This design comes from an exercise in tuning for small area on the open sky130 flow, not from production work. The clock port is modelled as an ideal driver; clocking choices that lean on that would not hold on a real chip. Power and IR drop assume default switching activity.

// meanfilter
module meanfilter #(
    parameter           DATA_WITH    =  24,
    parameter    [7:0]  MEAN_Level   =  7
)
(
    input       wire                        clk,
    input       wire                        rst,
    input       wire                        en,
    input       wire                        iValid,
    input       wire [DATA_WITH-1:0]        iData,
    output      wire [DATA_WITH + MEAN_Level -1:0] oData,
    output      wire                        oReady
);
reg  [4:0]  v;       
reg  [1:0]  prev;    
reg         z;       
reg         l0;      
reg  [1:0]  cn;      
reg  [30:0] rn;      
reg  [3:0]  tn;      
wire st0 = iValid & ~v[0];
wire st1 = v[0] & ~v[1];
wire st2 = v[1] & ~v[2];
wire st3 = v[2] & ~v[3];
wire st4 = v[3] & ~v[4];
wire p0  = ~(st1 | st2 | st3 | st4);
wire shift = en & (st0 | st1 | st2 | st3 | (st4 & ~z));
wire wrap = (prev == 2'b11 && iData[23:22] == 2'b00) ||
            (prev == 2'b00 && iData[23:22] == 2'b11);
wire [6:0] xdn = ~(({7{p0}}  & iData[6:0]) | ({7{st1}} & iData[13:7]) |
                   ({7{st2}} & iData[20:14]) | ({7{st3}} & {4'b0, iData[23:21]}));
wire ga = z | p0;
wire gb = z | st4 | (p0 & wrap);
wire [6:0] an = {rn[6:3] | {4{ga | st4}}, rn[2:0] | {3{ga}}};
wire [6:0] bn = ~(rn[13:7] | {{4{gb | st3}}, {3{gb}}});
wire [1:0] cin = p0 ? 2'b10 : cn;
wire [6:0] psn = an ^ bn ^ xdn;
wire [6:0] pcn = (an & bn) | (an & xdn) | (bn & xdn);
wire [7:0] rcn;
wire [6:0] dn;
assign dn[0]  = psn[0] ^ cin[0] ^ cin[1];
assign rcn[0] = (psn[0] & cin[0]) | (psn[0] & cin[1]) | (cin[0] & cin[1]);
genvar j;
generate for (j = 1; j < 7; j = j + 1) begin : g_rip
    assign dn[j]  = psn[j] ^ pcn[j-1] ^ rcn[j-1];
    assign rcn[j] = (psn[j] & pcn[j-1]) | (psn[j] & rcn[j-1]) | (pcn[j-1] & rcn[j-1]);
end endgenerate
always @(posedge clk) begin
    if (rst)
        v <= 5'd0;
    else
        v <= {v[3:0], iValid};
    prev <= iData[23:22];
    if (rst)
        z <= 1'b1;
    else if (en & st0 & wrap)
  ...
==> module meanfilter, before the edit <==
module meanfilter #(
    parameter           DATA_WITH    =  24,
    parameter    [7:0]  MEAN_Level   =  7
)
(
    input       wire                        clk,
    input       wire                        rst,
    input       wire                        en,
    input       wire                        iValid,
    input       wire [DATA_WITH-1:0]        iData,
    output      wire [DATA_WITH + MEAN_Level -1:0] oData,
    output      wire                        oReady
);
reg  [4:0]  v;       
reg  [1:0]  prev;    
reg         z;       
reg         l0;      
reg  [1:0]  cn;      
reg  [30:0] rn;      
reg  [3:0]  tn;      
wire st0 = iValid & ~v[0];
wire st1 = v[0] & ~v[1];
wire st2 = v[1] & ~v[2];
wire st3 = v[2] & ~v[3];
wire st4 = v[3] & ~v[4];
wire p0  = ~(st1 | st2 | st3 | st4);
wire shift = en & (st0 | st1 | st2 | st3 | (st4 & ~z));
wire wrap = (prev == 2'b11 && iData[23:22] == 2'b00) ||
            (prev == 2'b00 && iData[23:22] == 2'b11);
wire [6:0] xdn = ~(({7{p0}}  & iData[6:0]) | ({7{st1}} & iData[13:7]) |
                   ({7{st2}} & iData[20:14]) | ({7{st3}} & {4'b0, iData[23:21]}));
wire ga = z | p0;
wire gb = z | st4 | (p0 & wrap);
wire [6:0] an = {rn[6:3] | {4{ga | st4}}, rn[2:0] | {3{ga}}};
wire [6:0] bn = ~(rn[13:7] | {{4{gb | st3}}, {3{gb}}});
wire [1:0] cin = p0 ? 2'b10 : cn;
wire [6:0] psn = an ^ bn ^ xdn;
wire [6:0] pcn = (an & bn) | (an & xdn) | (bn & xdn);
wire [7:0] rcn;
wire [6:0] dn;
assign dn[0]  = psn[0] ^ cin[0] ^ cin[1];
assign rcn[0] = (psn[0] & cin[0]) | (psn[0] & cin[1]) | (cin[0] & cin[1]);
genvar j;
generate for (j = 1; j < 7; j = j + 1) begin : g_rip
    assign dn[j]  = psn[j] ^ pcn[j-1] ^ rcn[j-1];
    assign rcn[j] = (psn[j] & pcn[j-1]) | (psn[j] & rcn[j-1]) | (pcn[j-1] & rcn[j-1]);
end endgenerate
always @(posedge clk) begin
    if (rst)
        v <= 5'd0;
    else
        v <= {v[3:0], iValid};
    prev <= iData[23:22];
    if (rst)
        z <= 1'b1;
    else if (en & st0 & wrap)
        z <= 1'b1;
    else if (en & st4)
        z <= 1'b0;
    if (en & st4)
        l0 <= z;
    cn <= {pcn[6], rcn[6]};
    tn <= dn[6:3];
    if (shift)
        rn <= {dn[2:0], tn, rn[30:7]};
end
assign oData  = en ? (z ? 31'd0 : ~rn & {24'hffffff, {7{~l0}}}) : {iData, 7'b0};
assign oReady = v[4];
endmodule
export LEC_CHECK = 0
export ABC_AREA = 1
export CAP_MARGIN = 0
export CORE_MARGIN = 2
export CORE_UTILIZATION = 65
export SLEW_MARGIN = 0
create_clock -name core_clock -period 5.0 [get_ports {clk}]
standard.sh (not shown) runs the stock make flow with config.mk's settings and CLKGATE_MAP_FILE= SYNTH_SCRIPT=/design/flow/synth_recipe.tcl, a recipe that flattens the netlist after the stock synthesis.
==> flow/flow/run.sh <==
#!/bin/bash
set -euo pipefail
rm -rf scripts_local
cp -r "$FLOW_HOME/scripts" scripts_local
cp flow/abc_area.script scripts_local/abc_area.script
export SCRIPTS_DIR="$PWD/scripts_local"
export BUFFER_PORTS_ARGS="-buffer_cell sky130_fd_sc_hd__buf_1"
export PRE_CTS_TCL="$PWD/flow/manual_cts.tcl"
export CTS_ARGS="-clk_nets clk -dont_use_dummy_load"
export MCTS_N=3 MCTS_CELL=sky130_fd_sc_hd__clkbuf_8 MCTS_ROOT=sky130_fd_sc_hd__clkbuf_1
RES="$PWD/orfs/results/sky130hd/meanfilter/base"
bash standard.sh "$RES/1_2_yosys.v" > synth.log 2>&1
python3 flow/fa_pins.py "$RES/1_2_yosys.v" > fa_pins.log 2>&1
# the platform's don't-use cells, plus the larger plain buffers, so that repair
# buffers high-fanout nets with buf_1/buf_2
DONT_USE="sky130_fd_sc_hd__probe_p_8 sky130_fd_sc_hd__probec_p_8 sky130_fd_sc_hd__lpflow_bleeder_1 sky130_fd_sc_hd__lpflow_clkbufkapwr_1 sky130_fd_sc_hd__lpflow_clkbufkapwr_16 sky130_fd_sc_hd__lpflow_clkbufkapwr_2 sky130_fd_sc_hd__lpflow_clkbufkapwr_4 sky130_fd_sc_hd__lpflow_clkbufkapwr_8 sky130_fd_sc_hd__lpflow_clkinvkapwr_1 sky130_fd_sc_hd__lpflow_clkinvkapwr_16 sky130_fd_sc_hd__lpflow_clkinvkapwr_2 sky130_fd_sc_hd__lpflow_clkinvkapwr_4 sky130_fd_sc_hd__lpflow_clkinvkapwr_8 sky130_fd_sc_hd__lpflow_decapkapwr_12 sky130_fd_sc_hd__lpflow_decapkapwr_3 sky130_fd_sc_hd__lpflow_decapkapwr_4 sky130_fd_sc_hd__lpflow_decapkapwr_6 sky130_fd_sc_hd__lpflow_decapkapwr_8 sky130_fd_sc_hd__lpflow_inputiso0n_1 sky130_fd_sc_hd__lpflow_inputiso0p_1 sky130_fd_sc_hd__lpflow_inputiso1n_1 sky130_fd_sc_hd__lpflow_inputiso1p_1 sky130_fd_sc_hd__lpflow_inputisolatch_1 sky130_fd_sc_hd__lpflow_isobufsrc_1 sky130_fd_sc_hd__lpflow_isobufsrc_16 sky130_fd_sc_hd__lpflow_isobufsrc_2 sky130_fd_sc_hd__lpflow_isobufsrc_4 sky130_fd_sc_hd__lpflow_isobufsrc_8 sky130_fd_sc_hd__lpflow_isobufsrckapwr_16 sky130_fd_sc_hd__lpflow_lsbuf_lh_hl_isowell_tap_1 sky130_fd_sc_hd__lpflow_lsbuf_lh_hl_isowell_tap_2 sky130_fd_sc_hd__lpflow_lsbuf_lh_hl_isowell_tap_4 sky130_fd_sc_hd__lpflow_lsbuf_lh_isowell_4 sky130_fd_sc_hd__lpflow_lsbuf_lh_isowell_tap_1 sky130_fd_sc_hd__lpflow_lsbuf_lh_isowell_tap_2 sky130_fd_sc_hd__lpflow_lsbuf_lh_isowell_tap_4 sky130_fd_sc_hd__buf_4 sky130_fd_sc_hd__buf_6 sky130_fd_sc_hd__buf_8 sky130_fd_sc_hd__buf_12 sky130_fd_sc_hd__buf_16 sky130_fd_sc_hd__clkbuf_4 sky130_fd_sc_hd__clkbuf_16 sky130_fd_sc_hd__dlygate4sd1_1 sky130_fd_sc_hd__dlygate4sd2_1 sky130_fd_sc_hd__dlygate4sd3_1 sky130_fd_sc_hd__clkdlybuf4s15_1 sky130_fd_sc_hd__clkdlybuf4s15_2 sky130_fd_sc_hd__clkdlybuf4s18_1 sky130_fd_sc_hd__clkdlybuf4s18_2 sky130_fd_sc_hd__clkdlybuf4s25_1 sky130_fd_sc_hd__clkdlybuf4s25_2 sky130_fd_sc_hd__clkdlybuf4s50_1 sky130_fd_sc_hd__clkdlybuf4s50_2 sky130_fd_sc_hd__dlymetal6s2s_1 sky130_fd_sc_hd__dlymetal6s4s_1 sky130_fd_sc_hd__dlymetal6s6s_1"
bash standard.sh DONT_USE_CELLS="$DONT_USE" finish > standard.log 2>&1
Other scripts of this flow, unchanged in this note and not shown: flow/flow/abc_area.script, flow/flow/fa_pins.py, flow/flow/manual_cts.tcl
The first run finished with timing, DRC and antenna clean.
==> next run, changes <==
--- a/flow/design.v
+++ b/flow/design.v
@@ -48,8 +48,9 @@
 end endgenerate
 always @(posedge clk) begin
+    v[0] <= iValid;
     if (rst)
-        v <= 5'd0;
+        v[4:1] <= 4'd0;
     else
-        v <= {v[3:0], iValid};
+        v[4:1] <= v[3:0];
     prev <= iData[23:22];
     if (rst)
Outcome: Sequential power increases by about 3%. Power increases by 6.8%. Clock power stays flat. Routed wire length increases by 26%. Sequential cell count stays the same. Critical path depth increases by 22. Sequential share of layout area decreases by 3.1 points. Die area stays flat.
No functional check of the RTL was part of any run of this note.

what the ideal ports hide:
How much do the figures lean on ideal ports? The routed layouts below were timed once more, with nothing changed but the port constraints.
Step 1 sets driving cells, clkbuf_16 on the clock port and buf_2 on the other inputs (assumed; they add their load-dependent delay and slew).
Step 2, shift: input delay + t, output delay - t, t = (earliest + latest rising clock arrival at the registers) / 2. This alone moves slack from input paths to output paths.
Three values: ideal, step 1, step 2; two values: the first two.
run	t (ns)	setup slack, ns	hold WS [ns]
the first run	0.450	0.383 / 0.383 / 0.036	0.420 / 0.420 / 0.420
the second run	0.495	0.104 / 0.097 / -0.398	0.417 / 0.417 / 0.417
Met with ideal ports but missed after step 2: setup timing in the second run. For the second run, which loses most, drivers alone change the setup slack by -0.007 ns; drivers and shift together by -0.502 ns.
